What follows belongs to an exercise in optimizing a design on an open flow for small area; a production flow would make more cautious choices.
Only simulation tests tie the RTL to the original design; equivalence was not proved.
Power and IR drop assume default switching activity.

--- flow/flow/run.sh ---
#!/bin/bash
set -uo pipefail
W=$(pwd)
F=$W/flow
R=$W/orfs/results/$FLOW_PLATFORM/ESLab_VGA/base
YOSYS=$FLOW_HOME/../tools/install/yosys/bin/yosys
export LIB=$FLOW_HOME/platforms/sky130hd/lib/sky130_fd_sc_hd__tt_025C_1v80.lib
export TOP=$FLOW_TOP

bash standard.sh synth > std_synth.log 2>&1 || exit 1
cp $R/1_2_yosys.v std.v

export DU="$(grep -oE 'cell \("sky130_fd_sc_hd__(lpflow|probe)[a-z0-9_]*' $LIB | sed 's/cell ("/-dont_use /' | tr '\n' ' ')"
$YOSYS -q -p "read_liberty -ignore_miss_func $LIB; write_verilog -noattr models_raw.v" > models.log 2>&1
python3 $F/models.py models_raw.v models.v >> models.log 2>&1
export MODELS=$W/models.v

# candidate NAME: make cand_NAME.v, then check it
reopt() {  # name script
  MODELS=$W/models.v IN_V=$W/std.v OUT_V=$W/cand_$1.v ABC_SCRIPT=$F/$2 $YOSYS -c $F/reopt.tcl > cand_$1.log 2>&1
}
own() {    # name script
  DESIGN_V=$W/design.v OUT_V=$W/own_$1.v ABC_SCRIPT=$F/$2 $YOSYS -c $F/own.tcl > cand_$1.log 2>&1 &&
  python3 $F/rename.py std.v own_$1.v cand_$1.v >> cand_$1.log 2>&1
}
reopt A abc.script &
own B abc.script &
reopt C abc_deep.script &
own D abc_deep.script &
wait

best=std; best_area=1e12
for c in A B C D; do
  [[ -f cand_$c.v ]] || continue
  if IN_V=$W/std.v OUT_V=$W/cand_$c.v $YOSYS -c $F/equiv.tcl > equiv_$c.log 2>&1; then
    a=$($YOSYS -q -p "read_liberty -lib $LIB; read_verilog cand_$c.v; hierarchy -top $TOP; tee -o /dev/stdout stat -liberty $LIB" 2>/dev/null | grep "Chip area" | awk '{print $NF}')
    echo "candidate $c: proven equivalent, area $a" >> choice.txt
    if [[ -n "$a" ]] && python3 -c "import sys; sys.exit(0 if float('$a') < float('$best_area') else 1)"; then
      best=$c; best_area=$a
    fi
  else
    echo "candidate $c: not proven equivalent" >> choice.txt
  fi
done
echo "chosen: $best" >> choice.txt
if [[ $best != std ]]; then cp cand_$best.v $R/1_2_yosys.v; fi
touch $R/1_2_yosys.v

export BUFFER_PORTS_ARGS="-buffer_cell sky130_fd_sc_hd__buf_1"
bash standard.sh finish > std_finish.log 2>&1 || exit 1
test -f out/final.def
--- flow/flow/abc.script ---
strash
dc2
dch -f
amap
topo
--- flow/flow/abc_deep.script ---
strash
&get -n
&deepsyn -T 120
&put
dch -f
amap
topo
--- flow/flow/equiv.tcl ---
# combinational equivalence of two netlists whose flip-flops have the same instance names
yosys read_liberty -ignore_miss_func $::env(LIB)
yosys read_verilog $::env(IN_V)
yosys rename $::env(TOP) gold
yosys read_verilog $::env(OUT_V)
yosys rename $::env(TOP) gate
yosys hierarchy -check
yosys rename -hide gold/w:_* gold/c:_* gate/w:_* gate/c:_*
yosys flatten gold gate
yosys delete t:\$scopeinfo
yosys opt_clean
yosys equiv_make gold gate equiv
yosys hierarchy -top equiv
yosys equiv_simple
yosys equiv_status -assert
--- flow/flow/models.py ---
# Keep only the combinational cell models of a Yosys dump of the liberty file.
import re, sys
s = open(sys.argv[1]).read()
keep = []
for body, name in re.findall(r'(module (\S+)\(.*?endmodule)', s, re.S):
    kind = name.split('__')[1]
    if re.match(r'(df|edf|sdf|sedf|dl|sdl|conb|lpflow|probe|fill|tap|decap|diode|ebuf|einv|macro)', kind):
        continue
    if 'always' in body or 'reg ' in body:
        continue
    keep.append(body)
open(sys.argv[2], 'w').write("\n".join(keep) + "\n")
--- flow/flow/own.tcl ---
# own synthesis of the design from RTL (no fsm/share passes, flattened), mapped for area
yosys read_verilog -sv $::env(DESIGN_V)
yosys hierarchy -check -top $::env(TOP)
yosys synth -nofsm -noshare -flatten -top $::env(TOP)
yosys opt -purge
yosys dfflibmap -liberty $::env(LIB) {*}$::env(DU)
yosys opt_clean
yosys abc -liberty $::env(LIB) {*}$::env(DU) -script $::env(ABC_SCRIPT)
yosys opt_clean
yosys hilomap -singleton -hicell sky130_fd_sc_hd__conb_1 HI -locell sky130_fd_sc_hd__conb_1 LO
yosys splitnets
yosys insbuf -buf sky130_fd_sc_hd__buf_4 A X
yosys opt_clean
yosys write_verilog -noattr -noexpr -nohex -nodec $::env(OUT_V)
yosys tee -o $::env(OUT_V).stat stat -liberty $::env(LIB)
--- flow/flow/rename.py ---
# Give the own netlist's flip-flops the standard netlist's instance names, pairing them by the
# net on Q; fail unless every flip-flop pairs, one to one, with the same cell type.
import re, sys
FF = r'sky130_fd_sc_hd__(?:dfxtp|edfxtp|dfxbp|edfxbp|sdfxtp|dfrtp|dfstp|dfbbp|dfrbp|dfsbp|sdfrtp|sedfxtp|dlxtp)_\d+'
def ffs(text):
    out = {}
    for m in re.finditer(r'^\s*(' + FF + r')\s+(\S+)\s*\((.*?)\);', text, re.S | re.M):
        typ, name, body = m.group(1), m.group(2), m.group(3)
        q = re.search(r'\.Q\(\s*(.*?)\s*\)\s*(,|$)', body, re.S)
        if not q: sys.exit("no Q on " + name)
        out[q.group(1).strip()] = (typ, name, m.start(2), m.end(2))
    return out
std = ffs(open(sys.argv[1]).read())
own_text = open(sys.argv[2]).read()
own = ffs(own_text)
if set(std) != set(own) or len(std) != len(own):
    sys.exit("flip-flop Q nets differ: %s" % sorted(set(std) ^ set(own))[:10])
edits = []
for qn, (typ, name, s, e) in own.items():
    styp, sname = std[qn][0], std[qn][1]
    if re.sub(r'_\d+$', '', typ) != re.sub(r'_\d+$', '', styp):
        sys.exit("cell type differs for %s: %s vs %s" % (qn, typ, styp))
    edits.append((s, e, sname, styp, typ))
for s, e, sname, styp, typ in sorted(edits, reverse=True):
    own_text = own_text[:s] + sname + own_text[e:]
open(sys.argv[3], 'w').write(own_text)
print("renamed %d flip-flops" % len(edits))
--- flow/flow/reopt.tcl ---
# re-map the combinational logic of the standard netlist; flip-flops and their names stay
yosys read_liberty -lib $::env(LIB)
yosys read_verilog $::env(IN_V)
yosys hierarchy -top $::env(TOP)
yosys techmap -map $::env(MODELS)
yosys techmap
yosys rename -hide w:_*_.*
yosys opt -fast
yosys opt_clean
yosys abc -liberty $::env(LIB) {*}$::env(DU) -script $::env(ABC_SCRIPT)
yosys opt_clean
yosys hilomap -singleton -hicell sky130_fd_sc_hd__conb_1 HI -locell sky130_fd_sc_hd__conb_1 LO
yosys splitnets
yosys insbuf -buf sky130_fd_sc_hd__buf_4 A X
yosys opt_clean
yosys write_verilog -noattr -noexpr -nohex -nodec $::env(OUT_V)
yosys tee -o $::env(OUT_V).stat stat -liberty $::env(LIB)
--- flow/standard.sh ---
#!/bin/bash
# synth_recipe.tcl (not shown) runs the flow's synth.tcl, then flattens the netlist and writes it again
# the make line also repeats each setting of config.mk as NAME=value (left out here)
make -C /OpenROAD-flow-scripts/flow DESIGN_CONFIG=/design/flow/config.mk WORK_HOME=/design/flow/orfs CLKGATE_MAP_FILE= SYNTH_SCRIPT=/design/flow/synth_recipe.tcl "${@:-finish}"
--- flow/config.mk ---
export PLATFORM = sky130hd
export DESIGN_NAME = ESLab_VGA
export DESIGN_NICKNAME = ESLab_VGA
export VERILOG_FILES = /design/flow/design.v
export SDC_FILE = /design/flow/constraint.sdc
export NUM_CORES = 4
export LEC_CHECK = 0
export ABC_AREA = 1
export CAP_MARGIN = 20
export CORE_MARGIN = 2
export CORE_UTILIZATION = 40
export SLEW_MARGIN = 20
--- flow/constraint.sdc ---
create_clock -name core_clock -period 20.0 [get_ports {CLOCK_50}]
set_input_delay 4.0000 -clock core_clock [delete_from_list [all_inputs] [get_ports {CLOCK_50}]]
set_output_delay 4.0000 -clock core_clock [all_outputs]
set_load 0.01 [all_outputs]
--- flow/design.v ---
module tick_clock(
  input  [10:0] q,
  input  [4:0]  r,
  output        move_en
);
assign move_en =
  (q == 11'd178  & r == 5'd28) | (q == 11'd378  & r == 5'd31) |
  (q == 11'd578  & r == 5'd9)  | (q == 11'd778  & r == 5'd12) |
  (q == 11'd978  & r == 5'd15) | (q == 11'd1178 & r == 5'd18) |
  (q == 11'd1826 & r == 5'd21) | (q == 11'd2026 & r == 5'd25);
endmodule
module vga_time_generator(
  input             clk,
  input             rst,
  output reg [10:0] q,
  output reg [9:0]  y,
  output reg [4:0]  r,
  output            vga_clk,
  output            vga_hs,
  output            vga_vs,
  output            vga_blank,
  output            border
);
function ge11(input [10:0] v, input [10:0] c);
  integer i; reg t;
  begin t = 1'b1; for (i = 0; i < 11; i = i + 1) t = c[i] ? (v[i] & t) : (v[i] | t); ge11 = t; end
endfunction
function ge10(input [9:0] v, input [9:0] c);
  integer i; reg t;
  begin t = 1'b1; for (i = 0; i < 10; i = i + 1) t = c[i] ? (v[i] & t) : (v[i] | t); ge10 = t; end
endfunction
reg fresh;    
wire q_jump = q[10] & ~q[9] & (&q[7:1]) & ~q[0];    
wire line   = (q == 11'd1951);                        
wire y_jump = ~y[9] & y[8] & y[7] & y[6] & (&y[4:0]);  
reg [10:0] q_inc; reg [9:0] y_inc; reg [4:0] r_inc; reg r_cy;
integer i; reg c;
always @(*) begin
  c = 1'b1;
  for (i = 0; i < 11; i = i + 1) begin q_inc[i] = q[i] ^ c; c = c & q[i]; end
  c = line;
  for (i = 0; i < 10; i = i + 1) begin y_inc[i] = y[i] ^ c; c = c & y[i]; end
  c = line;
  for (i = 0; i < 5; i = i + 1) begin r_inc[i] = r[i] ^ c; c = c & r[i]; end
  r_cy = c;
end
always @(posedge clk) begin
  fresh <= rst;
  q <= (rst | q_jump) ? 11'd1727 : q_inc;
  y <= (rst | (line & y_jump)) ? 10'd979 : y_inc;
  r <= (rst | r_cy) ? 5'd7 : r_inc;
end
assign vga_clk   = ~q[0];
assign vga_hs    = ~fresh & (~ge11(q, 11'd1760) | ge11(q, 11'd1952));
assign vga_vs    = ~fresh & ~(y == 10'd989 || y == 10'd990);
assign vga_blank = ~(q[10] & q[9] & (q[8] | q[6])) & ~y[9];
assign border    = ~ge11(q, 11'd43) | ge11(q, 11'd1241) | ~ge10(y, 10'd21) | ge10(y, 10'd460);
endmodule
module direction(
  input      CLOCK_50,
  input      rst,
  input      reset,
  input [3:0] KEY,
  output reg mv,
  output reg ax,
  output reg sg
);
wire any = ~&KEY;
always @(posedge CLOCK_50) begin
  if (rst | reset) mv <= 1'b0;
  else if (any) mv <= 1'b1;
  if (any) begin
    ax <= KEY[0] & KEY[1];
    sg <= KEY[0] & (~KEY[1] | KEY[2]);
  end
end
endmodule
module snakebody(
  input        CLOCK_50,
  input        rst,
  input        move_en,
  input [10:0] q,
  input [9:0]  y,
  input        start,
  input        reset,
  input [3:0]  KEY,
  output reg   head
);
wire mv, ax, sg;
reg [11:0] headX, headY;
direction dir(.CLOCK_50(CLOCK_50), .rst(rst), .reset(reset), .KEY(KEY), .mv(mv), .ax(ax), .sg(sg));
function [11:0] step5(input [11:0] v, input en, input sg);
  integer i; reg cu, cd;
  begin
    step5[0] = v[0] ^ en;
    cu = en & ~sg & v[0];  cd = en & sg & ~v[0];
    step5[1] = v[1] ^ (cu | cd);
    cu = cu & v[1];        cd = cd & ~v[1];
    step5[2] = v[2] ^ en ^ (cu | cd);
    cu = en & ~sg & (v[2] | cu); cd = en & sg & (~v[2] | cd);
    for (i = 3; i < 12; i = i + 1) begin
      step5[i] = v[i] ^ (cu | cd);
      cu = cu & v[i]; cd = cd & ~v[i];
    end
  end
endfunction
function win(input [9:0] v, input [11:0] h);
  integer i; reg ok; reg c2;
  begin
    c2 = (v[1] & ~h[1]) | ((v[1] | ~h[1]) & v[0] & ~h[0]);
    ok = ~h[11] & ~h[10] & (v[9] | ~h[9]) & (c2 == ~(v[2] ^ h[2]));
    for (i = 2; i < 9; i = i + 1) ok = ok & (~(v[i+1] ^ h[i+1]) == (v[i] | ~h[i]));
    win = ok;
  end
endfunction
wire ld = rst | (move_en & ~(start & ~reset));
wire go = move_en & mv;
always @(posedge CLOCK_50) begin
  headX <= ld ? 12'd320 : step5(headX, go & ~ax, sg);
  headY <= ld ? 12'd240 : step5(headY, go & ax, sg);
end
always @(posedge CLOCK_50)
  head <= ~(q[10] & q[9]) & win(q[10:1], headX) & win(y, headY);
endmodule
module ESLab_VGA(CLOCK_50,RESET,VGA_R,VGA_G,VGA_B,VGA_BLANK_N,VGA_CLK,VGA_HS,VGA_SYNC_N,VGA_VS,
                 KEY,SW,LEDR,LEDG);
input         CLOCK_50;
input         RESET;
output [7:0]  VGA_B;
output        VGA_BLANK_N;
output        VGA_CLK;
output [7:0]  VGA_G;
output        VGA_HS;
output [7:0]  VGA_R;
output        VGA_SYNC_N;
output        VGA_VS;
input  [3:0]  KEY;
input  [1:0]  SW;
output [1:0]  LEDR;
output [3:0]  LEDG;
wire [10:0] q;
wire [9:0]  y;
wire [4:0]  r;
wire        move_en, border, head;
assign LEDR = SW;
assign LEDG = KEY;
assign VGA_SYNC_N = 1'b1;
assign VGA_B = 8'h00;
vga_time_generator vga0(.clk(CLOCK_50), .rst(RESET), .q(q), .y(y), .r(r), .vga_clk(VGA_CLK),
                        .vga_hs(VGA_HS), .vga_vs(VGA_VS), .vga_blank(VGA_BLANK_N), .border(border));
tick_clock tick(.q(q), .r(r), .move_en(move_en));
snakebody snake(.CLOCK_50(CLOCK_50), .rst(RESET), .move_en(move_en), .q(q), .y(y),
                .start(SW[1]), .reset(SW[0]), .KEY(KEY), .head(head));
assign VGA_R = (VGA_BLANK_N & border) ? 8'hFF : 8'h10;
assign VGA_G = (VGA_BLANK_N & head)   ? 8'hFF : 8'h10;
endmodule
==> impl_metrics.tcl, run 1 <==
set metrics [dict create \
    r2r_end "snake.headX[11]" \
    cp_slowest_cell "buf_1" \
    grt_overflow_total 0 \
    synthCells 454 \
    postCtsResizedCells 0 \
    drt_first_pass_iters 5 \
    min-delay-start "vga0.q[0]" \
    die-area_um2 8710 \
    rsz0062_at_grt "no" \
    worst-path-max-fanout 3 \
    final_cell_mix "nor2_1 (101), clkinv_1 (69), dfxtp_1 (53)" \
    r2r-start "vga0.q[7]" \
    drcViolationCount 0 \
    synth.avg_cell_area_um2 7.03 \
    portBuffers 31 \
    die_w_um 93.3 \
    place_congestion 0.943 \
    endpoint_kind "output pin" \
    swShare 0.271 \
    path_buf_inv 2 \
    drv_cap 0 \
    synth_area_um2 3190 \
    p_leak_nw 1.14 \
    setup_viol 0 \
    antenna_found_initial 0 \
    p_per_area_nw_per_um2 61.8 \
    fmax_mhz 121 \
    fin_setup_tns_ns 0 \
    finalCritPeriodShare 0.414 \
    grt_usage 0.184 \
    reg2reg_slack_ns 15.74 \
    seqCellArea_um2 1120 \
    path_class "input pin to output pin" \
    max_stage_delay_ns 0.17 \
    clockPowerShare 0.326 \
    clkLatencyLatePin_ns 0.31 \
    h-tree-depth 2 \
    route.vias.total 3150 \
    area_growth_pct 5.14 \
    core_um2 7730 \
    viasPerCell 5.48 \
    n_antenna_cell 0 \
    seq_power_share 0.566 \
    multi_input_area_um2 1620 \
    nets 480 \
    clockBufferDepth 2 \
    min_to "vga0.q[0]" \
    yosysWarnings 3 \
    drive_above_1_share 0.0169 \
    fin_crit_ns 8.28 \
    clockRootBuffer "clkbuf_8" \
    place_area_um2 3250 \
    cts_tree "yes" \
    required_ns 16.00 \
    p_sw_mw 0.0562 \
    wl_per_cell_um 13.4 \
    p_int_mw 0.151 \
    wirelength_mm 7.73 \
    clk_pin_slew_ns 0.10 \
    arrival_ns 4.28 \
    worst_slew_pin_slew_ns 0.561 \
    hpwl_mm 6.15 \
    finalHoldViolCount 0 \
    final_common_cell "nor2_1" \
    cts_buffers 5 \
    die_h_um 93.3 \
    grt_pass1_wl_mm 13.1 \
    dp_cells 567 \
    start_kind "input pin" \
    hold_buffers 0 \
    holdWs_ns 0.429 \
    fin_util 0.434 \
    postCtsSetupRepairBufs 0 \
    worstHoldPathType "flop to flop" \
    path_delay_family "buffers and inverters" \
    ioPinCount 43 \
    start_util 0.413 \
    crit_top_cell "buf_1" \
    num_rows 32 \
    finalMaxSlewViolations 0 \
    drt_iter0_drc 148 \
    peakVddDrop_uv 41.1 \
    worstPathCellList "buf_1 > buf_1" \
    finalWorstSetupSlack_ns 11.72 \
    ant_nets 0 \
    p_total_mw 0.207 \
    timing.slew.headroom 0.622 \
    combPwrFrac 0.108 \
    finalClockSkew_ns 0.0103 \
    dp_slack_ns 11.72 \
    final_area_um2 3350 \
    cts.sinks 55 \
    fillers 831 \
    hold_depth 1 \
    grt_pass1_vias 2827 \
    grt_max_degree 20 \
    outcome "complete, no violations" \
    worst-r2r-cell-count 18 \
    fin_cells 575 \
]
## flip-flops by register name (all words and copies together) (netlist names)
signal	cells
snake.dir.sg	1
vga0.r	5
vga0.q	11
vga0.fresh	1
snake.headX	12
snake.dir.mv	1
vga0.y	10
snake.headY	12
snake.dir.ax	1
snake.head	1
## power by group through the flow
stage / logic, mW / registers [mW] / clock network [mW]
final: 0.0224 / 0.117 / 0.0677
after global routing: 0.0249 / 0.118 / 0.0748
after CTS: 0.0220 / 0.117 / 0.0697
after detailed placement: 0.0219 / 0.120 / 0
after global placement: 0.0220 / 0.120 / 0
after floorplan: 0.0183 / 0.118 / 0
## worst max path at each step
stage,start,end,slack (ns),cells after the start
after floorplan,KEY[0],LEDG[0],11.88,1
after global placement,KEY[2],LEDG[2],11.73,2
after detailed placement,KEY[0],LEDG[0],11.72,2
after CTS,KEY[0],LEDG[0],11.72,2
after global routing,KEY[0],LEDG[0],11.69,2
final,KEY[0],LEDG[0],11.72,2
## cell type report
cell class | count | share of cell area
clock buffers | 8 | 0.0298
inverters | 69 | 0.0772
multi-input cells | 309 | 0.484
flip-flops and latches | 55 | 0.334
well taps | 102 | 0.0380
repair buffers | 32 | 0.0369
## metal layers
metal	vias to the layer above	GRT usage	part of all wire
li1	1597	-	-
met1	1428	0.249	0.45
met2	113	0.309	0.47
met3	12	0.0290	0.061
met4	0	0.0441	0.015
met5	-	0	0
==> run 2: changes to the inputs <==
--- a/flow/config.mk
+++ b/flow/config.mk
@@ -10,3 +10,5 @@
 export CORE_MARGIN = 2
 export CORE_UTILIZATION = 40
+export CTS_BUF_LIST = sky130_fd_sc_hd__clkbuf_4 sky130_fd_sc_hd__clkbuf_8
+export CTS_CLUSTER_SIZE = 10
 export SLEW_MARGIN = 20
==> run 2 against run 1 <==
- still clean
- design area increased by 0.11%
- final cell count did not move
- routed wire length is essentially flat
- first-iteration DRC count did not move
==> impl_metrics.tcl, run 2 <==
set metrics [dict create \
    outcome "complete, no violations" \
    peakVddDrop_uv 41.3 \
    drt_first_pass_iters 5 \
    hold_depth 1 \
    fin_crit_ns 8.28 \
    min-delay-start "vga0.q[0]" \
    drt_iter0_drc 148 \
    path_buf_inv 2 \
    worst_slew_pin_slew_ns 0.561 \
    synth.avg_cell_area_um2 7.03 \
    timing.slew.headroom 0.622 \
    viasPerCell 5.50 \
    n_antenna_cell 0 \
    final_cell_mix "nor2_1 (101), clkinv_1 (69), dfxtp_1 (53)" \
    clockBufferDepth 2 \
    grt_max_degree 20 \
    r2r-start "vga0.q[7]" \
    nets 480 \
    worstPathCellList "buf_1 > buf_1" \
    antenna_found_initial 0 \
    area_growth_pct 5.25 \
    seq_power_share 0.562 \
    dp_cells 567 \
    finalMaxSlewViolations 0 \
    start_util 0.413 \
    final_common_cell "nor2_1" \
    p_int_mw 0.153 \
    drv_cap 0 \
    wl_per_cell_um 13.4 \
    endpoint_kind "output pin" \
    clk_pin_slew_ns 0.10 \
    postCtsSetupRepairBufs 0 \
    p_per_area_nw_per_um2 62.2 \
    worstHoldPathType "flop to flop" \
    p_leak_nw 1.14 \
    combPwrFrac 0.107 \
    swShare 0.270 \
    finalClockSkew_ns 0.00875 \
    wirelength_mm 7.73 \
    finalHoldViolCount 0 \
    multi_input_area_um2 1620 \
    cts.sinks 55 \
    grt_pass1_vias 2827 \
    ant_nets 0 \
    finalCritPeriodShare 0.414 \
    grt_usage 0.184 \
    required_ns 16.00 \
    p_sw_mw 0.0564 \
    fin_setup_tns_ns 0 \
    fmax_mhz 121 \
    clkLatencyLatePin_ns 0.31 \
    drive_above_1_share 0.0190 \
    die_h_um 93.3 \
    hold_buffers 0 \
    num_rows 32 \
    postCtsResizedCells 0 \
    yosysWarnings 3 \
    place_congestion 0.943 \
    cp_slowest_cell "buf_1" \
    fin_util 0.435 \
    ioPinCount 43 \
    fin_cells 575 \
    grt_pass1_wl_mm 13.1 \
    reg2reg_slack_ns 15.74 \
    clockPowerShare 0.331 \
    seqCellArea_um2 1120 \
    synth_area_um2 3190 \
    cts_tree "yes" \
    rsz0062_at_grt "no" \
    r2r_end "snake.headX[11]" \
    start_kind "input pin" \
    die_w_um 93.3 \
    min_to "vga0.q[0]" \
    route.vias.total 3162 \
    worst-r2r-cell-count 18 \
    crit_top_cell "buf_1" \
    grt_overflow_total 0 \
    die-area_um2 8710 \
    max_stage_delay_ns 0.17 \
    top_regs "snake.headX x12, snake.headY x12, vga0.q x11" \
    path_delay_family "buffers and inverters" \
    portBuffers 31 \
    arrival_ns 4.28 \
    cts_buffers 5 \
    hpwl_mm 6.15 \
    path_class "input pin to output pin" \
    synthCells 454 \
    core_um2 7730 \
    fillers 830 \
    clockRootBuffer "clkbuf_8" \
    worst-path-max-fanout 3 \
    drcViolationCount 0 \
    h-tree-depth 2 \
    setup_viol 0 \
]
## run 2: changes by cell type in the layout (fill, tap and decap cells not counted)
cell / change
clkbuf_1: -1
clkbuf_4: +1
## run 2: worst max path at each step
stage / start / end / slack [ns] / cells past startpoint
after global placement: KEY[2] / LEDG[2] / 11.73 / 2
after detailed placement: KEY[0] / LEDG[0] / 11.72 / 2
final: KEY[0] / LEDG[0] / 11.72 / 2
after global routing: KEY[0] / LEDG[0] / 11.69 / 2
after CTS: KEY[0] / LEDG[0] / 11.72 / 2
after floorplan: KEY[0] / LEDG[0] / 11.88 / 1
## run 2: stage by stage
stage          hold slack [ns]  instance area [um^2]  setup slack (ns)  total power, mW
2_1_floorplan            0.383                  3220             11.88            0.136
3_3_place_gp             0.409                  3250             11.73            0.142
3_5_place_dp             0.407                  3250             11.72            0.142
4_1_cts                  0.432                  3360             11.72            0.210
5_1_grt                  0.477                  3360             11.69            0.219
6_report                 0.429                  3360             11.72            0.209
## run 2: layout make-up
type                    instances  share of cell area
repair buffers                 32              0.0369
multi-input cells             309               0.483
clock buffers                   8              0.0309
inverters                      69              0.0771
flip-flops and latches         55               0.334
well taps                     102              0.0380
## run 2: per-layer routing
metal,global-route usage,share of wire,routed length [um],vias up
met3,0.0290,0.060,461,14
li1,-,-,-,1596
met4,0.0441,0.016,121,0
met2,0.309,0.47,3650,112
met5,0,0,0,-
met1,0.249,0.45,3490,1440
## run 2: power groups by stage
stage                     Combinational [mW]  Sequential, mW  Clock, mW
after floorplan                       0.0183           0.118          0
after global placement                0.0220           0.120          0
after detailed placement              0.0219           0.120          0
after CTS                             0.0220           0.117     0.0711
after global routing                  0.0249           0.118     0.0761
final                                 0.0224           0.117     0.0692
==> run 3: changes to the inputs <==
--- a/flow/config.mk
+++ b/flow/config.mk
@@ -10,5 +10,6 @@
 export CORE_MARGIN = 2
 export CORE_UTILIZATION = 40
-export CTS_BUF_LIST = sky130_fd_sc_hd__clkbuf_4 sky130_fd_sc_hd__clkbuf_8
-export CTS_CLUSTER_SIZE = 10
+export CTS_BUF_LIST = sky130_fd_sc_hd__clkbuf_16
+export CTS_CLUSTER_DIAMETER = 500
+export CTS_CLUSTER_SIZE = 60
 export SLEW_MARGIN = 20
==> run 3 against run 2 <==
- clock power is 19% higher
- clock skew is 0.0029 ns lower
- routed wire length is 0.32% lower
- sequential share of layout area is 0.32 points lower
- global-route usage stayed put
- highest routed layer unchanged
==> impl_metrics.tcl, run 3 <==
set metrics [dict create \
    outcome "complete, no violations" \
    cts_tree "yes" \
    grt_pass1_wl_mm 13.1 \
    cp_num_cells 2 \
    min-delay-start "vga0.q[0]" \
    endpoint_kind "output pin" \
    num_rows 32 \
    place_congestion 0.943 \
    finalCritPeriodShare 0.414 \
    fillers 825 \
    holdWs_ns 0.422 \
    die_h_um 93.3 \
    finalMaxSlewViolations 0 \
    startpoint "KEY[0]" \
    ant_nets 0 \
    drcViolationCount 0 \
    top_regs "snake.headX x12, snake.headY x12, vga0.q x11" \
    r2r_end "snake.headX[11]" \
    wirelength_mm 7.71 \
    synth.avg_cell_area_um2 7.03 \
    multi_input_area_um2 1620 \
    clk_pin_slew_ns 0.07 \
    portBuffers 31 \
    die_w_um 93.3 \
    synthCells 454 \
    p_per_area_nw_per_um2 65.5 \
    core_um2 7730 \
    crit_path_end "LEDG[0]" \
    worst-r2r-cell-count 18 \
    start_kind "input pin" \
    h-tree-depth 2 \
    synth_area_um2 3190 \
    area_growth_pct 6.27 \
    clkLatencyLatePin_ns 0.29 \
    hold_buffers 0 \
    path_class "input pin to output pin" \
    clockBufferDepth 2 \
    final_area_um2 3390 \
    nets 480 \
    finalClockSkew_ns 0.00582 \
    finalHoldViolCount 0 \
    n_antenna_cell 0 \
    postCtsResizedCells 0 \
    p_leak_nw 1.16 \
    die-area_um2 8710 \
    grt_usage 0.184 \
    path_buf_inv 2 \
    drive_above_1_share 0.0127 \
    wl_per_cell_um 13.4 \
    setup_viol 0 \
    final_cell_mix "nor2_1 (101), clkinv_1 (71), dfxtp_1 (53)" \
    route.vias.total 3122 \
    worstHoldPathType "flop to flop" \
    arrival_ns 4.28 \
    required_ns 16.00 \
    fmax_mhz 121 \
    fin_setup_tns_ns 0 \
    yosysWarnings 3 \
    reg2reg_slack_ns 15.70 \
    r2r-start "vga0.q[7]" \
    final_common_cell "nor2_1" \
    grt_overflow_total 0 \
    viasPerCell 5.43 \
    path_delay_family "buffers and inverters" \
    postCtsSetupRepairBufs 0 \
    fin_util 0.439 \
    drt_first_pass_iters 5 \
    grt_max_degree 20 \
    cp_slowest_cell "buf_1" \
    worst-path-max-fanout 3 \
    rsz0062_at_grt "no" \
    crit_top_cell "buf_1" \
    start_util 0.413 \
    drt_iter0_drc 156 \
    drv_cap 0 \
    finalWorstSetupSlack_ns 11.72 \
    worst_slew_pin_slew_ns 0.589 \
    cts.sinks 55 \
    ioPinCount 43 \
    cts_buffers 5 \
    dp_slack_ns 11.72 \
    grt_pass1_vias 2817 \
    worstPathCellList "buf_1 > buf_1" \
    clockRootBuffer "clkbuf_16" \
    antenna_found_initial 0 \
    seqCellArea_um2 1120 \
    timing.slew.headroom 0.603 \
    peakVddDrop_uv 40.9 \
    place_area_um2 3250 \
    hpwl_mm 6.15 \
    fin_crit_ns 8.28 \
    max_stage_delay_ns 0.17 \
]
## run 3: cell type report
| cell class | count | share of cell area |
|---|---|---|
| multi-input combinational | 309 | 0.479 |
| sequential | 55 | 0.331 |
| inverter | 69 | 0.0764 |
| tap | 102 | 0.0376 |
| clock buffer | 5 | 0.0369 |
| timing repair buffer | 32 | 0.0365 |
| clock inverter | 3 | 0.00332 |
## run 3: worst min-delay path by stage
stage,to,slack (ns),cells after the start
floorplan,vga0.q[0],0.38,1
finish,vga0.q[0],0.42,1
global placement,vga0.q[0],0.41,1
CTS,vga0.q[0],0.42,1
global route,vga0.q[0],0.47,1
detailed placement,vga0.q[0],0.41,1
## run 3: where the power goes
part	switching (mW)	leakage [nW]	internal, mW
Clock	0.0372	0.0701	0.0452
Combinational	0.0158	0.637	0.00667
Sequential	0.00456	0.452	0.113
Total	0.0576	1.16	0.165
## run 3: layer usage
layer | track usage | vias up | wire length [um]
li1 | - | 1600 | -
met5 | 0 | - | 0
met1 | 0.251 | 1419 | 3530
met4 | 0.0441 | 0 | 74
met2 | 0.306 | 97 | 3690
met3 | 0.0290 | 6 | 407
## run 3: per-stage QoR
step,power (mW),instances
final,0.222,575
after global routing,0.234,575
after floorplan,0.136,463
after global placement,0.142,567
after CTS,0.224,575
after detailed placement,0.142,567
==> run 4: changes to the inputs <==
--- a/flow/flow/run.sh
+++ b/flow/flow/run.sh
@@ -48,4 +48,5 @@
 
 export BUFFER_PORTS_ARGS="-buffer_cell sky130_fd_sc_hd__buf_1"
+export CTS_ARGS="-sink_clustering_enable -repair_clock_nets -dont_use_dummy_load -buf_list sky130_fd_sc_hd__clkbuf_8"
 bash standard.sh finish > std_finish.log 2>&1 || exit 1
 test -f out/final.def
--- a/flow/config.mk
+++ b/flow/config.mk
@@ -10,6 +10,3 @@
 export CORE_MARGIN = 2
 export CORE_UTILIZATION = 40
-export CTS_BUF_LIST = sky130_fd_sc_hd__clkbuf_16
-export CTS_CLUSTER_DIAMETER = 500
-export CTS_CLUSTER_SIZE = 60
 export SLEW_MARGIN = 20
==> run 4 against run 3 <==
- flip-flop and latch count unchanged
- design area fell by 2.8%
- area after synthesis is 0.67% lower
- sequential share of layout area grew 0.97 points
- clock-buffer cell count stayed put
- still clean
- register-to-register slack improved by 0.35 ns
- critical path depth is the same
- die area fell by 0.64%
- routed wire length shrank 2.8%
==> impl_metrics.tcl, run 4 <==
set metrics [dict create \
    grt_pass1_wl_mm 12.8 \
    synth_area_um2 3170 \
    reg2reg_slack_ns 16.05 \
    fin_crit_ns 8.28 \
    drive_above_1_share 0.0108 \
    cp_num_cells 2 \
    viasPerCell 5.41 \
    arrival_ns 4.28 \
    clockRootBuffer "clkbuf_8" \
    hold_buffers 0 \
    peakVddDrop_uv 35.6 \
    outcome "complete, no violations" \
    clk_pin_slew_ns 0.09 \
    finalCritPeriodShare 0.414 \
    drv_cap 0 \
    postCtsSetupRepairBufs 0 \
    crit_top_cell "buf_1" \
    finalWorstSetupSlack_ns 11.72 \
    path_delay_family "buffers and inverters" \
    nets 472 \
    finalClockSkew_ns 0.0189 \
    n_antenna_cell 0 \
    grt_max_degree 22 \
    required_ns 16.00 \
    h-tree-depth 2 \
    drt_iter0_drc 193 \
    dp_slack_ns 11.72 \
    portBuffers 31 \
    setup_viol 0 \
    antenna_found_initial 0 \
    grt_pass1_vias 2668 \
    ioPinCount 43 \
    core_um2 7690 \
    p_total_mw 0.194 \
    die_h_um 93.0 \
    drcViolationCount 0 \
    area_growth_pct 3.95 \
    die-area_um2 8650 \
    route.vias.total 3052 \
    yosysWarnings 3 \
    cts.sinks 55 \
    num_rows 32 \
    finalHoldViolCount 0 \
    cp_slowest_cell "buf_1" \
    clkLatencyLatePin_ns 0.31 \
    worstHoldPathType "flop to flop" \
    holdWs_ns 0.407 \
    final_cell_mix "nor2_1 (89), clkinv_1 (77), dfxtp_1 (53)" \
    postCtsResizedCells 0 \
    endpoint_kind "output pin" \
    wirelength_mm 7.49 \
    path_buf_inv 2 \
    start_kind "input pin" \
    path_class "input pin to output pin" \
    place_congestion 0.882 \
    synthCells 447 \
    worst-r2r-cell-count 15 \
    ant_nets 0 \
    fin_setup_tns_ns 0 \
    grt_overflow_total 0 \
    worst_slew_pin_slew_ns 0.796 \
    cts_buffers 5 \
    top_regs "snake.headX x12, snake.headY x12, vga0.q x11" \
    hold_depth 1 \
    drt_first_pass_iters 4 \
    grt_usage 0.184 \
    rsz0062_at_grt "no" \
    wl_per_cell_um 13.3 \
    timing.slew.headroom 0.468 \
    hpwl_mm 5.91 \
    start_util 0.412 \
    final_common_cell "nor2_1" \
    p_per_area_nw_per_um2 58.7 \
    die_w_um 93.0 \
    fmax_mhz 121 \
    p_leak_nw 1.09 \
    synth.avg_cell_area_um2 7.09 \
    clockBufferDepth 2 \
    worstPathCellList "buf_1 > buf_1" \
    max_stage_delay_ns 0.17 \
    finalMaxSlewViolations 0 \
    worst-path-max-fanout 3 \
    cts_tree "yes" \
]
==> run 4: area by class of cell <==
| class | instances | area, um^2 |
|---|---|---|
| fillers | 836 | 4390 |
| multi-input cells | 294 | 1570 |
| flip-flops and latches | 55 | 1120 |
| inverters | 77 | 289 |
| well taps | 102 | 128 |
| repair buffers | 31 | 116 |
| clock buffers | 5 | 68.8 |
==> run 4: path summary, 6_finish.rpt <==
kind                                 from               to
worst max-delay path               KEY[2]          LEDG[2]
worst min-delay path            vga0.q[0]        vga0.q[0]
worst max register to register  vga0.q[3]  snake.headX[10]
worst min register to register  vga0.q[0]        vga0.q[0]
==> run 4: power by group <==
part / switching, mW / total [mW] / internal (mW)
logic: 0.0141 / 0.0198 / 0.00562
clock network: 0.0334 / 0.0561 / 0.0227
registers: 0.00487 / 0.118 / 0.113
==> run 4: stage by stage <==
| stage | area (um^2) | std cells | util |
|---|---|---|---|
| 2_1_floorplan | 3200 | 456 | - |
| 3_3_place_gp | 3230 | 559 | 0.420 |
| 3_5_place_dp | 3230 | 559 | 0.420 |
| 4_1_cts | 3290 | 564 | 0.429 |
| 5_1_grt | 3290 | 564 | 0.429 |
| 6_report | 3290 | 564 | 0.429 |
==> run 4: routing by layer <==
metal  GRT usage  share of wire  vias up
met2       0.287           0.47       87
met1       0.263           0.46     1371
met4      0.0490          0.012        0
met3      0.0290          0.055        8
li1            -              -     1586
met5           0              0        -
==> run 5: changes to the inputs <==
--- a/flow/design.v
+++ b/flow/design.v
@@ -1,12 +1,8 @@
 module tick_clock(
-  input  [10:0] q,
-  input  [4:0]  r,
-  output        move_en
+  input        step200,
+  input  [4:0] w,
+  output       move_en
 );
-assign move_en =
-  (q == 11'd178  & r == 5'd28) | (q == 11'd378  & r == 5'd31) |
-  (q == 11'd578  & r == 5'd9)  | (q == 11'd778  & r == 5'd12) |
-  (q == 11'd978  & r == 5'd15) | (q == 11'd1178 & r == 5'd18) |
-  (q == 11'd1826 & r == 5'd21) | (q == 11'd2026 & r == 5'd25);
+assign move_en = step200 & (w == 5'd19);
 endmodule
 module vga_time_generator(
@@ -15,5 +11,6 @@
   output reg [10:0] q,
   output reg [9:0]  y,
-  output reg [4:0]  r,
+  output reg [4:0]  w,
+  output            step200,
   output            vga_clk,
   output            vga_hs,
@@ -33,6 +30,9 @@
 wire q_jump = q[10] & ~q[9] & (&q[7:1]) & ~q[0];    
 wire line   = (q == 11'd1951);                        
+wire [7:0] qh = q[10:3];
+assign step200 = (q[2:0] == 3'd2) &
+  (qh == 8'd22 | qh == 8'd47 | qh == 8'd72 | qh == 8'd97 | qh == 8'd122 | qh == 8'd147 | qh == 8'd228 | qh == 8'd253);
 wire y_jump = ~y[9] & y[8] & y[7] & y[6] & (&y[4:0]);  
-reg [10:0] q_inc; reg [9:0] y_inc; reg [4:0] r_inc; reg r_cy;
+reg [10:0] q_inc; reg [9:0] y_inc; reg [4:0] w_inc; reg w_cy;
 integer i; reg c;
 always @(*) begin
@@ -41,7 +41,7 @@
   c = line;
   for (i = 0; i < 10; i = i + 1) begin y_inc[i] = y[i] ^ c; c = c & y[i]; end
-  c = line;
-  for (i = 0; i < 5; i = i + 1) begin r_inc[i] = r[i] ^ c; c = c & r[i]; end
-  r_cy = c;
+  c = step200;
+  for (i = 0; i < 5; i = i + 1) begin w_inc[i] = w[i] ^ c; c = c & w[i]; end
+  w_cy = c;
 end
 always @(posedge clk) begin
@@ -49,5 +49,5 @@
   q <= (rst | q_jump) ? 11'd1727 : q_inc;
   y <= (rst | (line & y_jump)) ? 10'd979 : y_inc;
-  r <= (rst | r_cy) ? 5'd7 : r_inc;
+  w <= (rst | w_cy) ? 5'd7 : w_inc;
 end
 assign vga_clk   = ~q[0];
@@ -141,5 +141,6 @@
 wire [10:0] q;
 wire [9:0]  y;
-wire [4:0]  r;
+wire [4:0]  w;
+wire        step200;
 wire        move_en, border, head;
 assign LEDR = SW;
@@ -147,7 +148,7 @@
 assign VGA_SYNC_N = 1'b1;
 assign VGA_B = 8'h00;
-vga_time_generator vga0(.clk(CLOCK_50), .rst(RESET), .q(q), .y(y), .r(r), .vga_clk(VGA_CLK),
+vga_time_generator vga0(.clk(CLOCK_50), .rst(RESET), .q(q), .y(y), .w(w), .step200(step200), .vga_clk(VGA_CLK),
                         .vga_hs(VGA_HS), .vga_vs(VGA_VS), .vga_blank(VGA_BLANK_N), .border(border));
-tick_clock tick(.q(q), .r(r), .move_en(move_en));
+tick_clock tick(.step200(step200), .w(w), .move_en(move_en));
 snakebody snake(.CLOCK_50(CLOCK_50), .rst(RESET), .move_en(move_en), .q(q), .y(y),
                 .start(SW[1]), .reset(SW[0]), .KEY(KEY), .head(head));
==> run 5 against run 4 <==
- worst hold slack gained 0.0074 ns
- flip-flop and latch count did not move
- clock power decreased by 0.7%
- global-route usage down 1.7 points
- via count fell by 5.1%
- core utilization shrank 0.27 points
- largest cell class unchanged
==> impl_metrics.tcl, run 5 <==
set metrics [dict create \
    p_total_mw 0.193 \
    die_h_um 92.3 \
    path_delay_family "buffers and inverters" \
    drt_iter0_drc 210 \
    place_congestion 0.884 \
    n_antenna_cell 0 \
    h-tree-depth 2 \
    start_util 0.408 \
    top_regs "snake.headX x12, snake.headY x12, vga0.q x11" \
    place_area_um2 3190 \
    start_kind "input pin" \
    finalCritPeriodShare 0.414 \
    ant_nets 0 \
    grt_pass1_vias 2585 \
    max_stage_delay_ns 0.16 \
    hold_buffers 0 \
    area_growth_pct 4.37 \
    worst_slew_pin_slew_ns 0.674 \
    required_ns 16.00 \
    nets 473 \
    p_leak_nw 1.16 \
    drive_above_1_share 0.0130 \
    portBuffers 31 \
    postCtsResizedCells 0 \
    clkLatencyLatePin_ns 0.30 \
    ioPinCount 43 \
    outcome "complete, no violations" \
    peakVddDrop_uv 25.9 \
    postCtsSetupRepairBufs 0 \
    fin_setup_tns_ns 0 \
    yosysWarnings 3 \
    die_w_um 92.3 \
    finalClockSkew_ns 0.0188 \
    drcViolationCount 0 \
    synth_area_um2 3120 \
    fin_util 0.426 \
    clockBufferDepth 2 \
    path_buf_inv 2 \
    drv_cap 0 \
    crit_top_cell "buf_1" \
    drt_first_pass_iters 5 \
    final_cell_mix "nor2_1 (89), clkinv_1 (62), dfxtp_1 (53)" \
    finalHoldViolCount 0 \
    worstPathCellList "buf_1 > buf_1" \
    arrival_ns 4.28 \
    num_rows 32 \
    grt_pass1_wl_mm 11.6 \
    wirelength_mm 6.71 \
    core_um2 7650 \
    grt_usage 0.167 \
    cts_tree "yes" \
    fin_crit_ns 8.28 \
    clockRootBuffer "clkbuf_8" \
    clk_pin_slew_ns 0.09 \
    hpwl_mm 5.32 \
    finalMaxSlewViolations 0 \
    cp_slowest_cell "buf_1" \
    grt_overflow_total 0 \
    cts.sinks 55 \
    p_per_area_nw_per_um2 59.4 \
    dp_slack_ns 11.72 \
    setup_viol 0 \
    holdWs_ns 0.414 \
    fmax_mhz 121 \
    synth.avg_cell_area_um2 7.00 \
    fin_cells 565 \
    route.vias.total 2896 \
    antenna_found_initial 0 \
    worstHoldPathType "flop to flop" \
    grt_max_degree 19 \
    synthCells 446 \
    rsz0062_at_grt "no" \
    timing.slew.headroom 0.549 \
    final_common_cell "nor2_1" \
    wl_per_cell_um 11.9 \
    die-area_um2 8520 \
    final_area_um2 3260 \
    fillers 794 \
    cts_buffers 5 \
    path_class "input pin to output pin" \
    dp_cells 560 \
    endpoint_kind "output pin" \
    viasPerCell 5.13 \
    finalWorstSetupSlack_ns 11.72 \
    worst-path-max-fanout 3 \
]
==> run 5: final timing paths <==
| kind | start | end | slack, ns | depth (start not counted) |
|---|---|---|---|---|
| max reg2reg | vga0.q[9] | snake.headY[11] | 14.96 | 20 |
| max | KEY[2] | LEDG[2] | 11.72 | 2 |
| min | vga0.q[0] | vga0.q[0] | 0.41 | 1 |
| min reg2reg | vga0.q[0] | vga0.q[0] | 0.41 | 1 |
==> run 5: report_power, final <==
part	switching [mW]	internal, mW	leakage, nW
clock network	0.0330	0.0227	0.0359
logic	0.0146	0.00641	0.668
registers	0.00403	0.113	0.452
total	0.0516	0.142	1.16
==> run 5: layout make-up <==
| type | instances | area [um^2] | area share |
|---|---|---|---|
| clock buffers | 5 | 68.8 | 0.0211 |
| inverters | 62 | 233 | 0.0715 |
| multi-input cells | 309 | 1580 | 0.486 |
| flip-flops and latches | 55 | 1120 | 0.344 |
| well taps | 102 | 128 | 0.0392 |
| repair buffers | 32 | 124 | 0.0380 |
==> run 5: layer usage <==
metal | GRT usage | wire length, um | vias up
li1 | - | - | 1561
met1 | 0.221 | 3250 | 1252
met2 | 0.280 | 3100 | 79
met3 | 0.0350 | 310 | 4
met4 | 0.0398 | 48 | 0
met5 | 0 | 0 | -
==> run 6: changes to the inputs <==
--- a/flow/flow/run.sh
+++ b/flow/flow/run.sh
@@ -25,11 +25,13 @@
 }
 reopt A abc.script &
-own B abc.script &
 reopt C abc_deep.script &
 own D abc_deep.script &
+own E abc_deepmfs.script &
+own F abc_deepmfs_s1.script &
+reopt G abc_deepmfs_s1.script &
 wait
 
 best=std; best_area=1e12
-for c in A B C D; do
+for c in A C D E F G; do
   [[ -f cand_$c.v ]] || continue
   if IN_V=$W/std.v OUT_V=$W/cand_$c.v $YOSYS -c $F/equiv.tcl > equiv_$c.log 2>&1; then
==> flow/flow/abc_deepmfs.script (new file) <==
strash
&get -n
&deepsyn -T 120
&put
dc2
dch -f
amap
mfs3 -a
topo
==> flow/flow/abc_deepmfs_s1.script (new file) <==
strash
&get -n
&deepsyn -S 1 -T 120
&put
dc2
dch -f
amap
mfs3 -a
topo
==> run 6 against run 5 <==
- worst setup slack unchanged
- power unchanged
- register-to-register slack barely moved
- final cell count is the same
- first-iteration DRC count stayed put
- largest power group unchanged
- synthesized cell count unchanged
- still clean
- critical path type unchanged
- global-route usage stayed put
- clock skew did not move
==> impl_metrics.tcl, run 6 <==
set metrics [dict create \
    outcome "complete, no violations" \
    seqCellArea_um2 1120 \
    cts.sinks 55 \
    drt_iter0_drc 210 \
    worstPathCellList "buf_1 > buf_1" \
    hpwl_mm 5.32 \
    path_delay_family "buffers and inverters" \
    worstHoldPathType "flop to flop" \
    fin_crit_ns 8.28 \
    path_class "input pin to output pin" \
    route.vias.total 2896 \
    finalMaxSlewViolations 0 \
    drv_cap 0 \
    area_growth_pct 4.37 \
    nets 473 \
    num_rows 32 \
    grt_max_degree 19 \
    die_w_um 92.3 \
    final_cell_mix "nor2_1 (89), clkinv_1 (62), dfxtp_1 (53)" \
    synth_area_um2 3120 \
    wl_per_cell_um 11.9 \
    drt_first_pass_iters 5 \
    ioPinCount 43 \
    die-area_um2 8520 \
    fin_util 0.426 \
    finalClockSkew_ns 0.0188 \
    setup_viol 0 \
    final_common_cell "nor2_1" \
    endpoint_kind "output pin" \
    p_per_area_nw_per_um2 59.4 \
    peakVddDrop_uv 25.9 \
    max_stage_delay_ns 0.16 \
    grt_pass1_wl_mm 11.6 \
    fillers 794 \
    required_ns 16.00 \
    cts_buffers 5 \
    synthCells 446 \
    fin_cells 565 \
    postCtsResizedCells 0 \
    clk_pin_slew_ns 0.09 \
    n_antenna_cell 0 \
    viasPerCell 5.13 \
    finalCritPeriodShare 0.414 \
    finalHoldViolCount 0 \
    clockRootBuffer "clkbuf_8" \
    antenna_found_initial 0 \
    ant_nets 0 \
    finalWorstSetupSlack_ns 11.72 \
    p_leak_nw 1.16 \
    top_regs "snake.headX x12, snake.headY x12, vga0.q x11" \
    grt_pass1_vias 2585 \
    fin_setup_tns_ns 0 \
    clkLatencyLatePin_ns 0.30 \
    core_um2 7650 \
    portBuffers 31 \
    grt_usage 0.167 \
    yosysWarnings 3 \
    die_h_um 92.3 \
    crit_top_cell "buf_1" \
    drcViolationCount 0 \
    dp_slack_ns 11.72 \
    cts_tree "yes" \
    arrival_ns 4.28 \
    dp_cells 560 \
    rsz0062_at_grt "no" \
    postCtsSetupRepairBufs 0 \
    hold_buffers 0 \
    cp_slowest_cell "buf_1" \
    worst-path-max-fanout 3 \
    start_util 0.408 \
    synth.avg_cell_area_um2 7.00 \
    fmax_mhz 121 \
    reg2reg_slack_ns 14.96 \
    p_total_mw 0.193 \
    drive_above_1_share 0.0130 \
    grt_overflow_total 0 \
    timing.slew.headroom 0.549 \
    start_kind "input pin" \
    h-tree-depth 2 \
    multi_input_area_um2 1580 \
    worst_slew_pin_slew_ns 0.674 \
    path_buf_inv 2 \
    place_congestion 0.884 \
    clockBufferDepth 2 \
    wirelength_mm 6.71 \
]
-- run 6: worst register-to-register path, cell delays in order, from the launching register on --
cell	delay, ns
dfxtp_1	0.50
clkinv_1	0.19
nor2_1	0.17
clkinv_1	0.17
o32a_1	0.36
o32ai_1	0.12
a31oi_1	0.14
nor4_1	0.28
and2_0	0.24
nand2_1	0.11
nor4_1	0.37
nand3_1	0.31
or3_1	0.44
nor2_1	0.14
nand2_1	0.10
or2_0	0.30
or3_1	0.42
nor3_1	0.26
o22ai_1	0.12
a21oi_1	0.15
nor2_1	0.05
-- run 6: worst paths after layout --
path,from,to,depth (start not counted)
worst min register to register,vga0.q[0],vga0.q[0],1
worst max-delay path,KEY[2],LEDG[2],2
worst min-delay path,vga0.q[0],vga0.q[0],1
worst max register to register,vga0.q[9],snake.headY[11],20
-- run 6: cell type report --
cell class	count	share of cell area
multi-input combinational	309	0.486
sequential	55	0.344
inverter	62	0.0715
tap	102	0.0392
timing repair buffer	32	0.0380
clock buffer	5	0.0211
-- run 6: stage by stage --
step | cell area [um^2] | hold WS (ns)
floorplan | 3150 | 0.375
global placement | 3190 | 0.386
detailed placement | 3190 | 0.394
CTS | 3260 | 0.415
global route | 3260 | 0.431
finish | 3260 | 0.414
-- run 6: power by group --
| part | internal, mW | switching, mW |
|---|---|---|
| Sequential | 0.113 | 0.00403 |
| Clock | 0.0227 | 0.0330 |
| Combinational | 0.00641 | 0.0146 |
-- run 6: per-layer routing --
| layer | vias to the layer above | GRT usage | routed length (um) |
|---|---|---|---|
| met4 | 0 | 0.0398 | 48 |
| met2 | 79 | 0.280 | 3100 |
| met1 | 1252 | 0.221 | 3250 |
| met5 | - | 0 | 0 |
| met3 | 4 | 0.0350 | 310 |
| li1 | 1561 | - | - |
==> run 7: changes to the inputs <==
--- a/flow/design.v
+++ b/flow/design.v
@@ -28,6 +28,6 @@
 endfunction
 reg fresh;    
+reg line;
 wire q_jump = q[10] & ~q[9] & (&q[7:1]) & ~q[0];    
-wire line   = (q == 11'd1951);                        
 wire [7:0] qh = q[10:3];
 assign step200 = (q[2:0] == 3'd2) &
@@ -39,5 +39,5 @@
   c = 1'b1;
   for (i = 0; i < 11; i = i + 1) begin q_inc[i] = q[i] ^ c; c = c & q[i]; end
-  c = line;
+  line = c;    
   for (i = 0; i < 10; i = i + 1) begin y_inc[i] = y[i] ^ c; c = c & y[i]; end
   c = step200;
@@ -53,5 +53,5 @@
 assign vga_clk   = ~q[0];
 assign vga_hs    = ~fresh & (~ge11(q, 11'd1760) | ge11(q, 11'd1952));
-assign vga_vs    = ~fresh & ~(y == 10'd989 || y == 10'd990);
+assign vga_vs    = ~fresh & ~(ge11(q, 11'd1952) ? (y == 10'd988 || y == 10'd989) : (y == 10'd989 || y == 10'd990));
 assign vga_blank = ~(q[10] & q[9] & (q[8] | q[6])) & ~y[9];
 assign border    = ~ge11(q, 11'd43) | ge11(q, 11'd1241) | ~ge10(y, 10'd21) | ge10(y, 10'd460);
==> run 7 against run 6 <==
- still clean on timing, DRC and antenna
- critical path depth is the same
- final cell count shrank 1.1%
- global-route usage shrank 0.13 points
- via count grew 1.3%
- area after synthesis shrank 1.1%
- worst setup slack gained 0.012 ns
- largest power group unchanged
- highest routed layer unchanged
==> impl_metrics.tcl, run 7 <==
set metrics [dict create \
    clk_pin_slew_ns 0.11 \
    cts_buffers 5 \
    postCtsResizedCells 0 \
    cts.sinks 55 \
    core_um2 7610 \
    finalMaxSlewViolations 0 \
    top_regs "snake.headX x12, snake.headY x12, vga0.q x11" \
    timing.slew.headroom 0.533 \
    drcViolationCount 0 \
    arrival_ns 4.27 \
    path_class "input pin to output pin" \
    start_kind "input pin" \
    min-delay-start "vga0.q[0]" \
    hpwl_mm 5.30 \
    hold_depth 1 \
    r2r-start "vga0.q[8]" \
    place_congestion 0.885 \
    path_buf_inv 2 \
    synthCells 440 \
    outcome "complete, no violations" \
    num_rows 32 \
    min_to "vga0.q[0]" \
    drt_iter0_drc 202 \
    groute.layer.met1.usage 0.220 \
    grt_usage 0.166 \
    worst_slew_pin_slew_ns 0.697 \
    seqCellArea_um2 1120 \
    worstPathCellList "buf_1 > buf_1" \
    cts_tree "yes" \
    finalCritPeriodShare 0.414 \
    r2r_end "snake.headX[10]" \
    nets 467 \
    fin_crit_ns 8.27 \
    ant_nets 0 \
    synth_area_um2 3090 \
    start_util 0.406 \
    startpoint "KEY[2]" \
    drt_first_pass_iters 5 \
    n_antenna_cell 0 \
    use_met3 0.0255 \
    synth.avg_cell_area_um2 7.01 \
    cp_slowest_cell "buf_1" \
    crit_top_cell "buf_1" \
    die_h_um 91.8 \
    grtUsageMet2 0.280 \
    fin_setup_tns_ns 0 \
    worstHoldPathType "flop to flop" \
    final_cell_mix "nor2_1 (78), clkinv_1 (61), dfxtp_1 (53)" \
    fillers 848 \
    setup_viol 0 \
    route.vias.total 2935 \
    max_stage_delay_ns 0.16 \
    wirelength_mm 6.82 \
    finalHoldViolCount 0 \
    dp_cells 554 \
    required_ns 16.00 \
    peakVddDrop_uv 36.1 \
    p_per_area_nw_per_um2 60.4 \
    grt_overflow_total 0 \
    h-tree-depth 2 \
    antenna_found_initial 0 \
    worst-r2r-cell-count 28 \
    grt_pass1_vias 2473 \
    busiest_layer "met2" \
    yosysWarnings 3 \
    endpoint_kind "output pin" \
    drv_cap 0 \
    rsz0062_at_grt "no" \
    die_w_um 91.8 \
    ioPinCount 43 \
    clockBufferDepth 2 \
    die-area_um2 8430 \
    drive_above_1_share 0.0131 \
    worst-path-max-fanout 3 \
    area_growth_pct 4.42 \
    grt_pass1_wl_mm 11.4 \
    clkLatencyLatePin_ns 0.32 \
    fin_cells 559 \
    viasPerCell 5.25 \
    postCtsSetupRepairBufs 0 \
    reg2reg_slack_ns 14.86 \
    wl_per_cell_um 12.2 \
    clockRootBuffer "clkbuf_8" \
    fmax_mhz 121 \
    final_common_cell "nor2_1" \
    portBuffers 31 \
    finalClockSkew_ns 0.0214 \
    p_leak_nw 1.15 \
    multi_input_area_um2 1550 \
    grt_max_degree 20 \
    hold_buffers 0 \
    path_delay_family "buffers and inverters" \
]
run 7: cell type report:
class                           count  area share
Tap cell                          102      0.0396
Timing Repair Buffer               32      0.0384
Multi-Input combinational cell    304       0.482
Sequential cell                    55       0.348
Inverter                           61      0.0711
Clock buffer                        5      0.0214
run 7: worst register-to-register path: cells and delay by family (launching register included):
family	cells	cell delay, ns
and+or+nand+nor	19	3.17
DFF	1	0.50
AOI/OAI and AO/OA	6	0.85
buffers and inverters	3	0.54
run 7: through the flow:
stage / cell area, um^2 / util / hold WS [ns] / setup slack (ns) / power (mW)
finish: 3220 / 0.424 / 0.428 / 11.73 / 0.195
global route: 3220 / 0.424 / 0.449 / 11.70 / 0.205
CTS: 3220 / 0.424 / 0.433 / 11.72 / 0.197
detailed placement: 3150 / 0.414 / 0.406 / 11.73 / 0.139
global placement: 3150 / 0.414 / 0.399 / 11.73 / 0.140
floorplan: 3120 / - / 0.388 / 11.88 / 0.135
run 7: power breakdown:
part | internal, mW | switching, mW
Sequential | 0.113 | 0.00361
Combinational | 0.00610 | 0.0148
Clock | 0.0227 | 0.0346
Total | 0.142 | 0.0530
run 7: worst max path at each step:
stage | end | cells past startpoint | slack (ns)
4_1_cts | LEDG[2] | 2 | 11.72
3_3_place_gp | LEDG[2] | 2 | 11.73
6_report | LEDG[2] | 2 | 11.73
5_1_grt | LEDG[2] | 2 | 11.70
2_1_floorplan | LEDG[0] | 1 | 11.88
3_5_place_dp | LEDG[2] | 2 | 11.73
run 7: metal layers:
layer,wire (um),share of wire
met1,3330,0.49
met2,3110,0.46
met3,294,0.043
met4,82,0.012
met5,0,0
==> run 8: changes to the inputs <==
--- a/flow/design.v
+++ b/flow/design.v
@@ -28,6 +28,6 @@
 endfunction
 reg fresh;    
-reg line;
 wire q_jump = q[10] & ~q[9] & (&q[7:1]) & ~q[0];    
+wire line   = (q == 11'd1951);                        
 wire [7:0] qh = q[10:3];
 assign step200 = (q[2:0] == 3'd2) &
@@ -39,5 +39,5 @@
   c = 1'b1;
   for (i = 0; i < 11; i = i + 1) begin q_inc[i] = q[i] ^ c; c = c & q[i]; end
-  line = c;    
+  c = line;
   for (i = 0; i < 10; i = i + 1) begin y_inc[i] = y[i] ^ c; c = c & y[i]; end
   c = step200;
@@ -53,5 +53,5 @@
 assign vga_clk   = ~q[0];
 assign vga_hs    = ~fresh & (~ge11(q, 11'd1760) | ge11(q, 11'd1952));
-assign vga_vs    = ~fresh & ~(ge11(q, 11'd1952) ? (y == 10'd988 || y == 10'd989) : (y == 10'd989 || y == 10'd990));
+assign vga_vs    = ~fresh & ~(y == 10'd989 || y == 10'd990);
 assign vga_blank = ~(q[10] & q[9] & (q[8] | q[6])) & ~y[9];
 assign border    = ~ge11(q, 11'd43) | ge11(q, 11'd1241) | ~ge10(y, 10'd21) | ge10(y, 10'd460);
--- a/flow/flow/run.sh
+++ b/flow/flow/run.sh
@@ -25,13 +25,12 @@
 }
 reopt A abc.script &
+own B abc.script &
 reopt C abc_deep.script &
 own D abc_deep.script &
 own E abc_deepmfs.script &
-own F abc_deepmfs_s1.script &
-reopt G abc_deepmfs_s1.script &
 wait
 
 best=std; best_area=1e12
-for c in A C D E F G; do
+for c in A B C D E; do
   [[ -f cand_$c.v ]] || continue
   if IN_V=$W/std.v OUT_V=$W/cand_$c.v $YOSYS -c $F/equiv.tcl > equiv_$c.log 2>&1; then
@@ -50,5 +49,5 @@
 
 export BUFFER_PORTS_ARGS="-buffer_cell sky130_fd_sc_hd__buf_1"
-export CTS_ARGS="-sink_clustering_enable -repair_clock_nets -dont_use_dummy_load -buf_list sky130_fd_sc_hd__clkbuf_8"
+export CTS_ARGS="-sink_clustering_enable -repair_clock_nets -dont_use_dummy_load -buf_list sky130_fd_sc_hd__clkbuf_8 -sink_clustering_size 30 -sink_clustering_max_diameter 200"
 bash standard.sh finish > std_finish.log 2>&1 || exit 1
 test -f out/final.def
removed: flow/flow/abc_deepmfs_s1.script
==> run 8 against run 7 <==
- sequential power barely moved
- design area is 1.1% higher
- register-to-register slack better by 0.10 ns
- flip-flop and latch count is the same
- die area grew 1.1%
- via count is 1.3% lower
- critical path depth unchanged
- critical endpoint unchanged
- sequential share of layout area decreased by 0.37 points
- area after synthesis increased by 1.1%
- first-iteration DRC count increased by 4.0%
- final cell count increased by 1.1%
- fmax shrank 0.15%
==> impl_metrics.tcl, run 8 <==
set metrics [dict create \
    outcome "complete, no violations" \
    drt_iter0_drc 210 \
    min-delay-start "vga0.q[0]" \
    h-tree-depth 2 \
    hold_depth 1 \
    swShare 0.267 \
    grt_pass1_vias 2585 \
    cts.sinks 55 \
    fin_crit_ns 8.28 \
    final_common_cell "nor2_1" \
    cp_slowest_cell "buf_1" \
    p_sw_mw 0.0516 \
    postCtsSetupRepairBufs 0 \
    cts_tree "yes" \
    synth.avg_cell_area_um2 7.00 \
    r2r-start "vga0.q[9]" \
    wirelength_mm 6.71 \
    place_congestion 0.884 \
    clkLatencyLatePin_ns 0.30 \
    p_total_mw 0.193 \
    worstPathCellList "buf_1 > buf_1" \
    finalCritPeriodShare 0.414 \
    synth_area_um2 3120 \
    finalWorstSetupSlack_ns 11.72 \
    seq_power_share 0.604 \
    grt_max_degree 19 \
    ant_nets 0 \
    wl_per_cell_um 11.9 \
    clk_pin_slew_ns 0.09 \
    min_to "vga0.q[0]" \
    finalHoldViolCount 0 \
    cts_buffers 5 \
    p_int_mw 0.142 \
    top_regs "snake.headX x12, snake.headY x12, vga0.q x11" \
    yosysWarnings 3 \
    drcViolationCount 0 \
    die-area_um2 8520 \
    hpwl_mm 5.32 \
    grt_overflow_total 0 \
    synthCells 446 \
    worst_slew_pin_slew_ns 0.674 \
    holdWs_ns 0.414 \
    viasPerCell 5.13 \
    clockRootBuffer "clkbuf_8" \
    finalMaxSlewViolations 0 \
    start_util 0.408 \
    postCtsResizedCells 0 \
    r2r_end "snake.headY[11]" \
    drt_first_pass_iters 5 \
    path_class "input pin to output pin" \
    die_h_um 92.3 \
    antenna_found_initial 0 \
    required_ns 16.00 \
    reg2reg_slack_ns 14.96 \
    core_um2 7650 \
    max_stage_delay_ns 0.16 \
    clockPowerShare 0.288 \
    arrival_ns 4.28 \
    start_kind "input pin" \
    grt_usage 0.167 \
    area_growth_pct 4.37 \
    die_w_um 92.3 \
    peakVddDrop_uv 25.9 \
    combPwrFrac 0.108 \
    worstHoldPathType "flop to flop" \
    grt_pass1_wl_mm 11.6 \
    route.vias.total 2896 \
    setup_viol 0 \
    fin_util 0.426 \
    worst-r2r-cell-count 20 \
    fmax_mhz 121 \
    endpoint_kind "output pin" \
    portBuffers 31 \
    dp_slack_ns 11.72 \
    num_rows 32 \
    nets 473 \
    fillers 794 \
    worst-path-max-fanout 3 \
    rsz0062_at_grt "no" \
    n_antenna_cell 0 \
    drive_above_1_share 0.0130 \
    path_buf_inv 2 \
    ioPinCount 43 \
    drv_cap 0 \
    path_delay_family "buffers and inverters" \
    p_per_area_nw_per_um2 59.4 \
    hold_buffers 0 \
    finalClockSkew_ns 0.0188 \
    final_cell_mix "nor2_1 (89), clkinv_1 (62), dfxtp_1 (53)" \
    timing.slew.headroom 0.549 \
    fin_setup_tns_ns 0 \
    clockBufferDepth 2 \
    p_leak_nw 1.16 \
    crit_top_cell "buf_1" \
]
==> run 8: area by class of cell <==
type	instances	area, um^2	area share
tap	102	128	0.0392
timing repair buffer	32	124	0.0380
multi-input combinational	309	1580	0.486
clock buffer	5	68.8	0.0211
sequential	55	1120	0.344
inverter	62	233	0.0715
==> run 8: power by group through the flow <==
stage,combinational (mW),clock (mW),sequential [mW]
2_1_floorplan,0.0174,0,0.118
6_report,0.0210,0.0557,0.117
5_1_grt,0.0240,0.0632,0.117
3_5_place_dp,0.0209,0,0.119
4_1_cts,0.0210,0.0586,0.117
3_3_place_gp,0.0208,0,0.119
==> run 8: per-layer routing <==
metal  track usage  part of all wire  up-vias
li1              -                 -     1561
met1         0.221              0.48     1252
met2         0.280              0.46       79
met3        0.0350             0.046        4
met4        0.0398            0.0072        0
met5             0                 0        -
==> run 8: how the worst max path moves through the flow <==
stage | startpoint | endpoint | slack [ns] | depth (start not counted)
2_1_floorplan | KEY[0] | LEDG[0] | 11.88 | 1
3_3_place_gp | KEY[2] | LEDG[2] | 11.73 | 2
3_5_place_dp | KEY[2] | LEDG[2] | 11.72 | 2
4_1_cts | KEY[2] | LEDG[2] | 11.72 | 2
5_1_grt | KEY[2] | LEDG[2] | 11.69 | 2
6_report | KEY[2] | LEDG[2] | 11.72 | 2
==> run 8: stage by stage <==
stage,cell area [um^2],std cells
after global placement,3190,560
after floorplan,3150,455
final,3260,565
after global routing,3260,565
after CTS,3260,565
after detailed placement,3190,560

[static timing again, ports no longer ideal]
How much do the figures lean on ideal ports? The routed layouts below were timed once more, with nothing changed but the port constraints. Step 1 assumes that a clkbuf_16 drives the clock port and a buf_2 every other input. Step 2 adds t to the input delays and takes it off the output delays; t is the mean of the earliest and latest rising clock arrival at the registers after step 1. Input paths then give back, and output paths get back, about the clock's delay inside the block. Slacks: no drivers / after step 1 / after step 2; pairs: no drivers / after step 1.
run	shift t [ns]	setup slack, ns	worst setup path at the end
run 1	0.335	11.722 / 11.700 / 11.700	input to output
run 2	0.336	11.722 / 11.700 / 11.700	input to output
run 3	0.319	11.722 / 11.700 / 11.700	input to output
run 4	0.332	11.717 / 11.694 / 11.694	input to output
run 5	0.324	11.718 / 11.696 / 11.696	input to output
run 6	0.324	11.718 / 11.696 / 11.696	input to output
run 7	0.335	11.730 / 11.709 / 11.709	input to output
run 8	0.324	11.718 / 11.696 / 11.696	input to output
After both steps setup and hold are still met in every run listed. The setup slack of run 4, which loses most, moves by -0.023 ns with the drivers and by -0.023 ns with both steps.
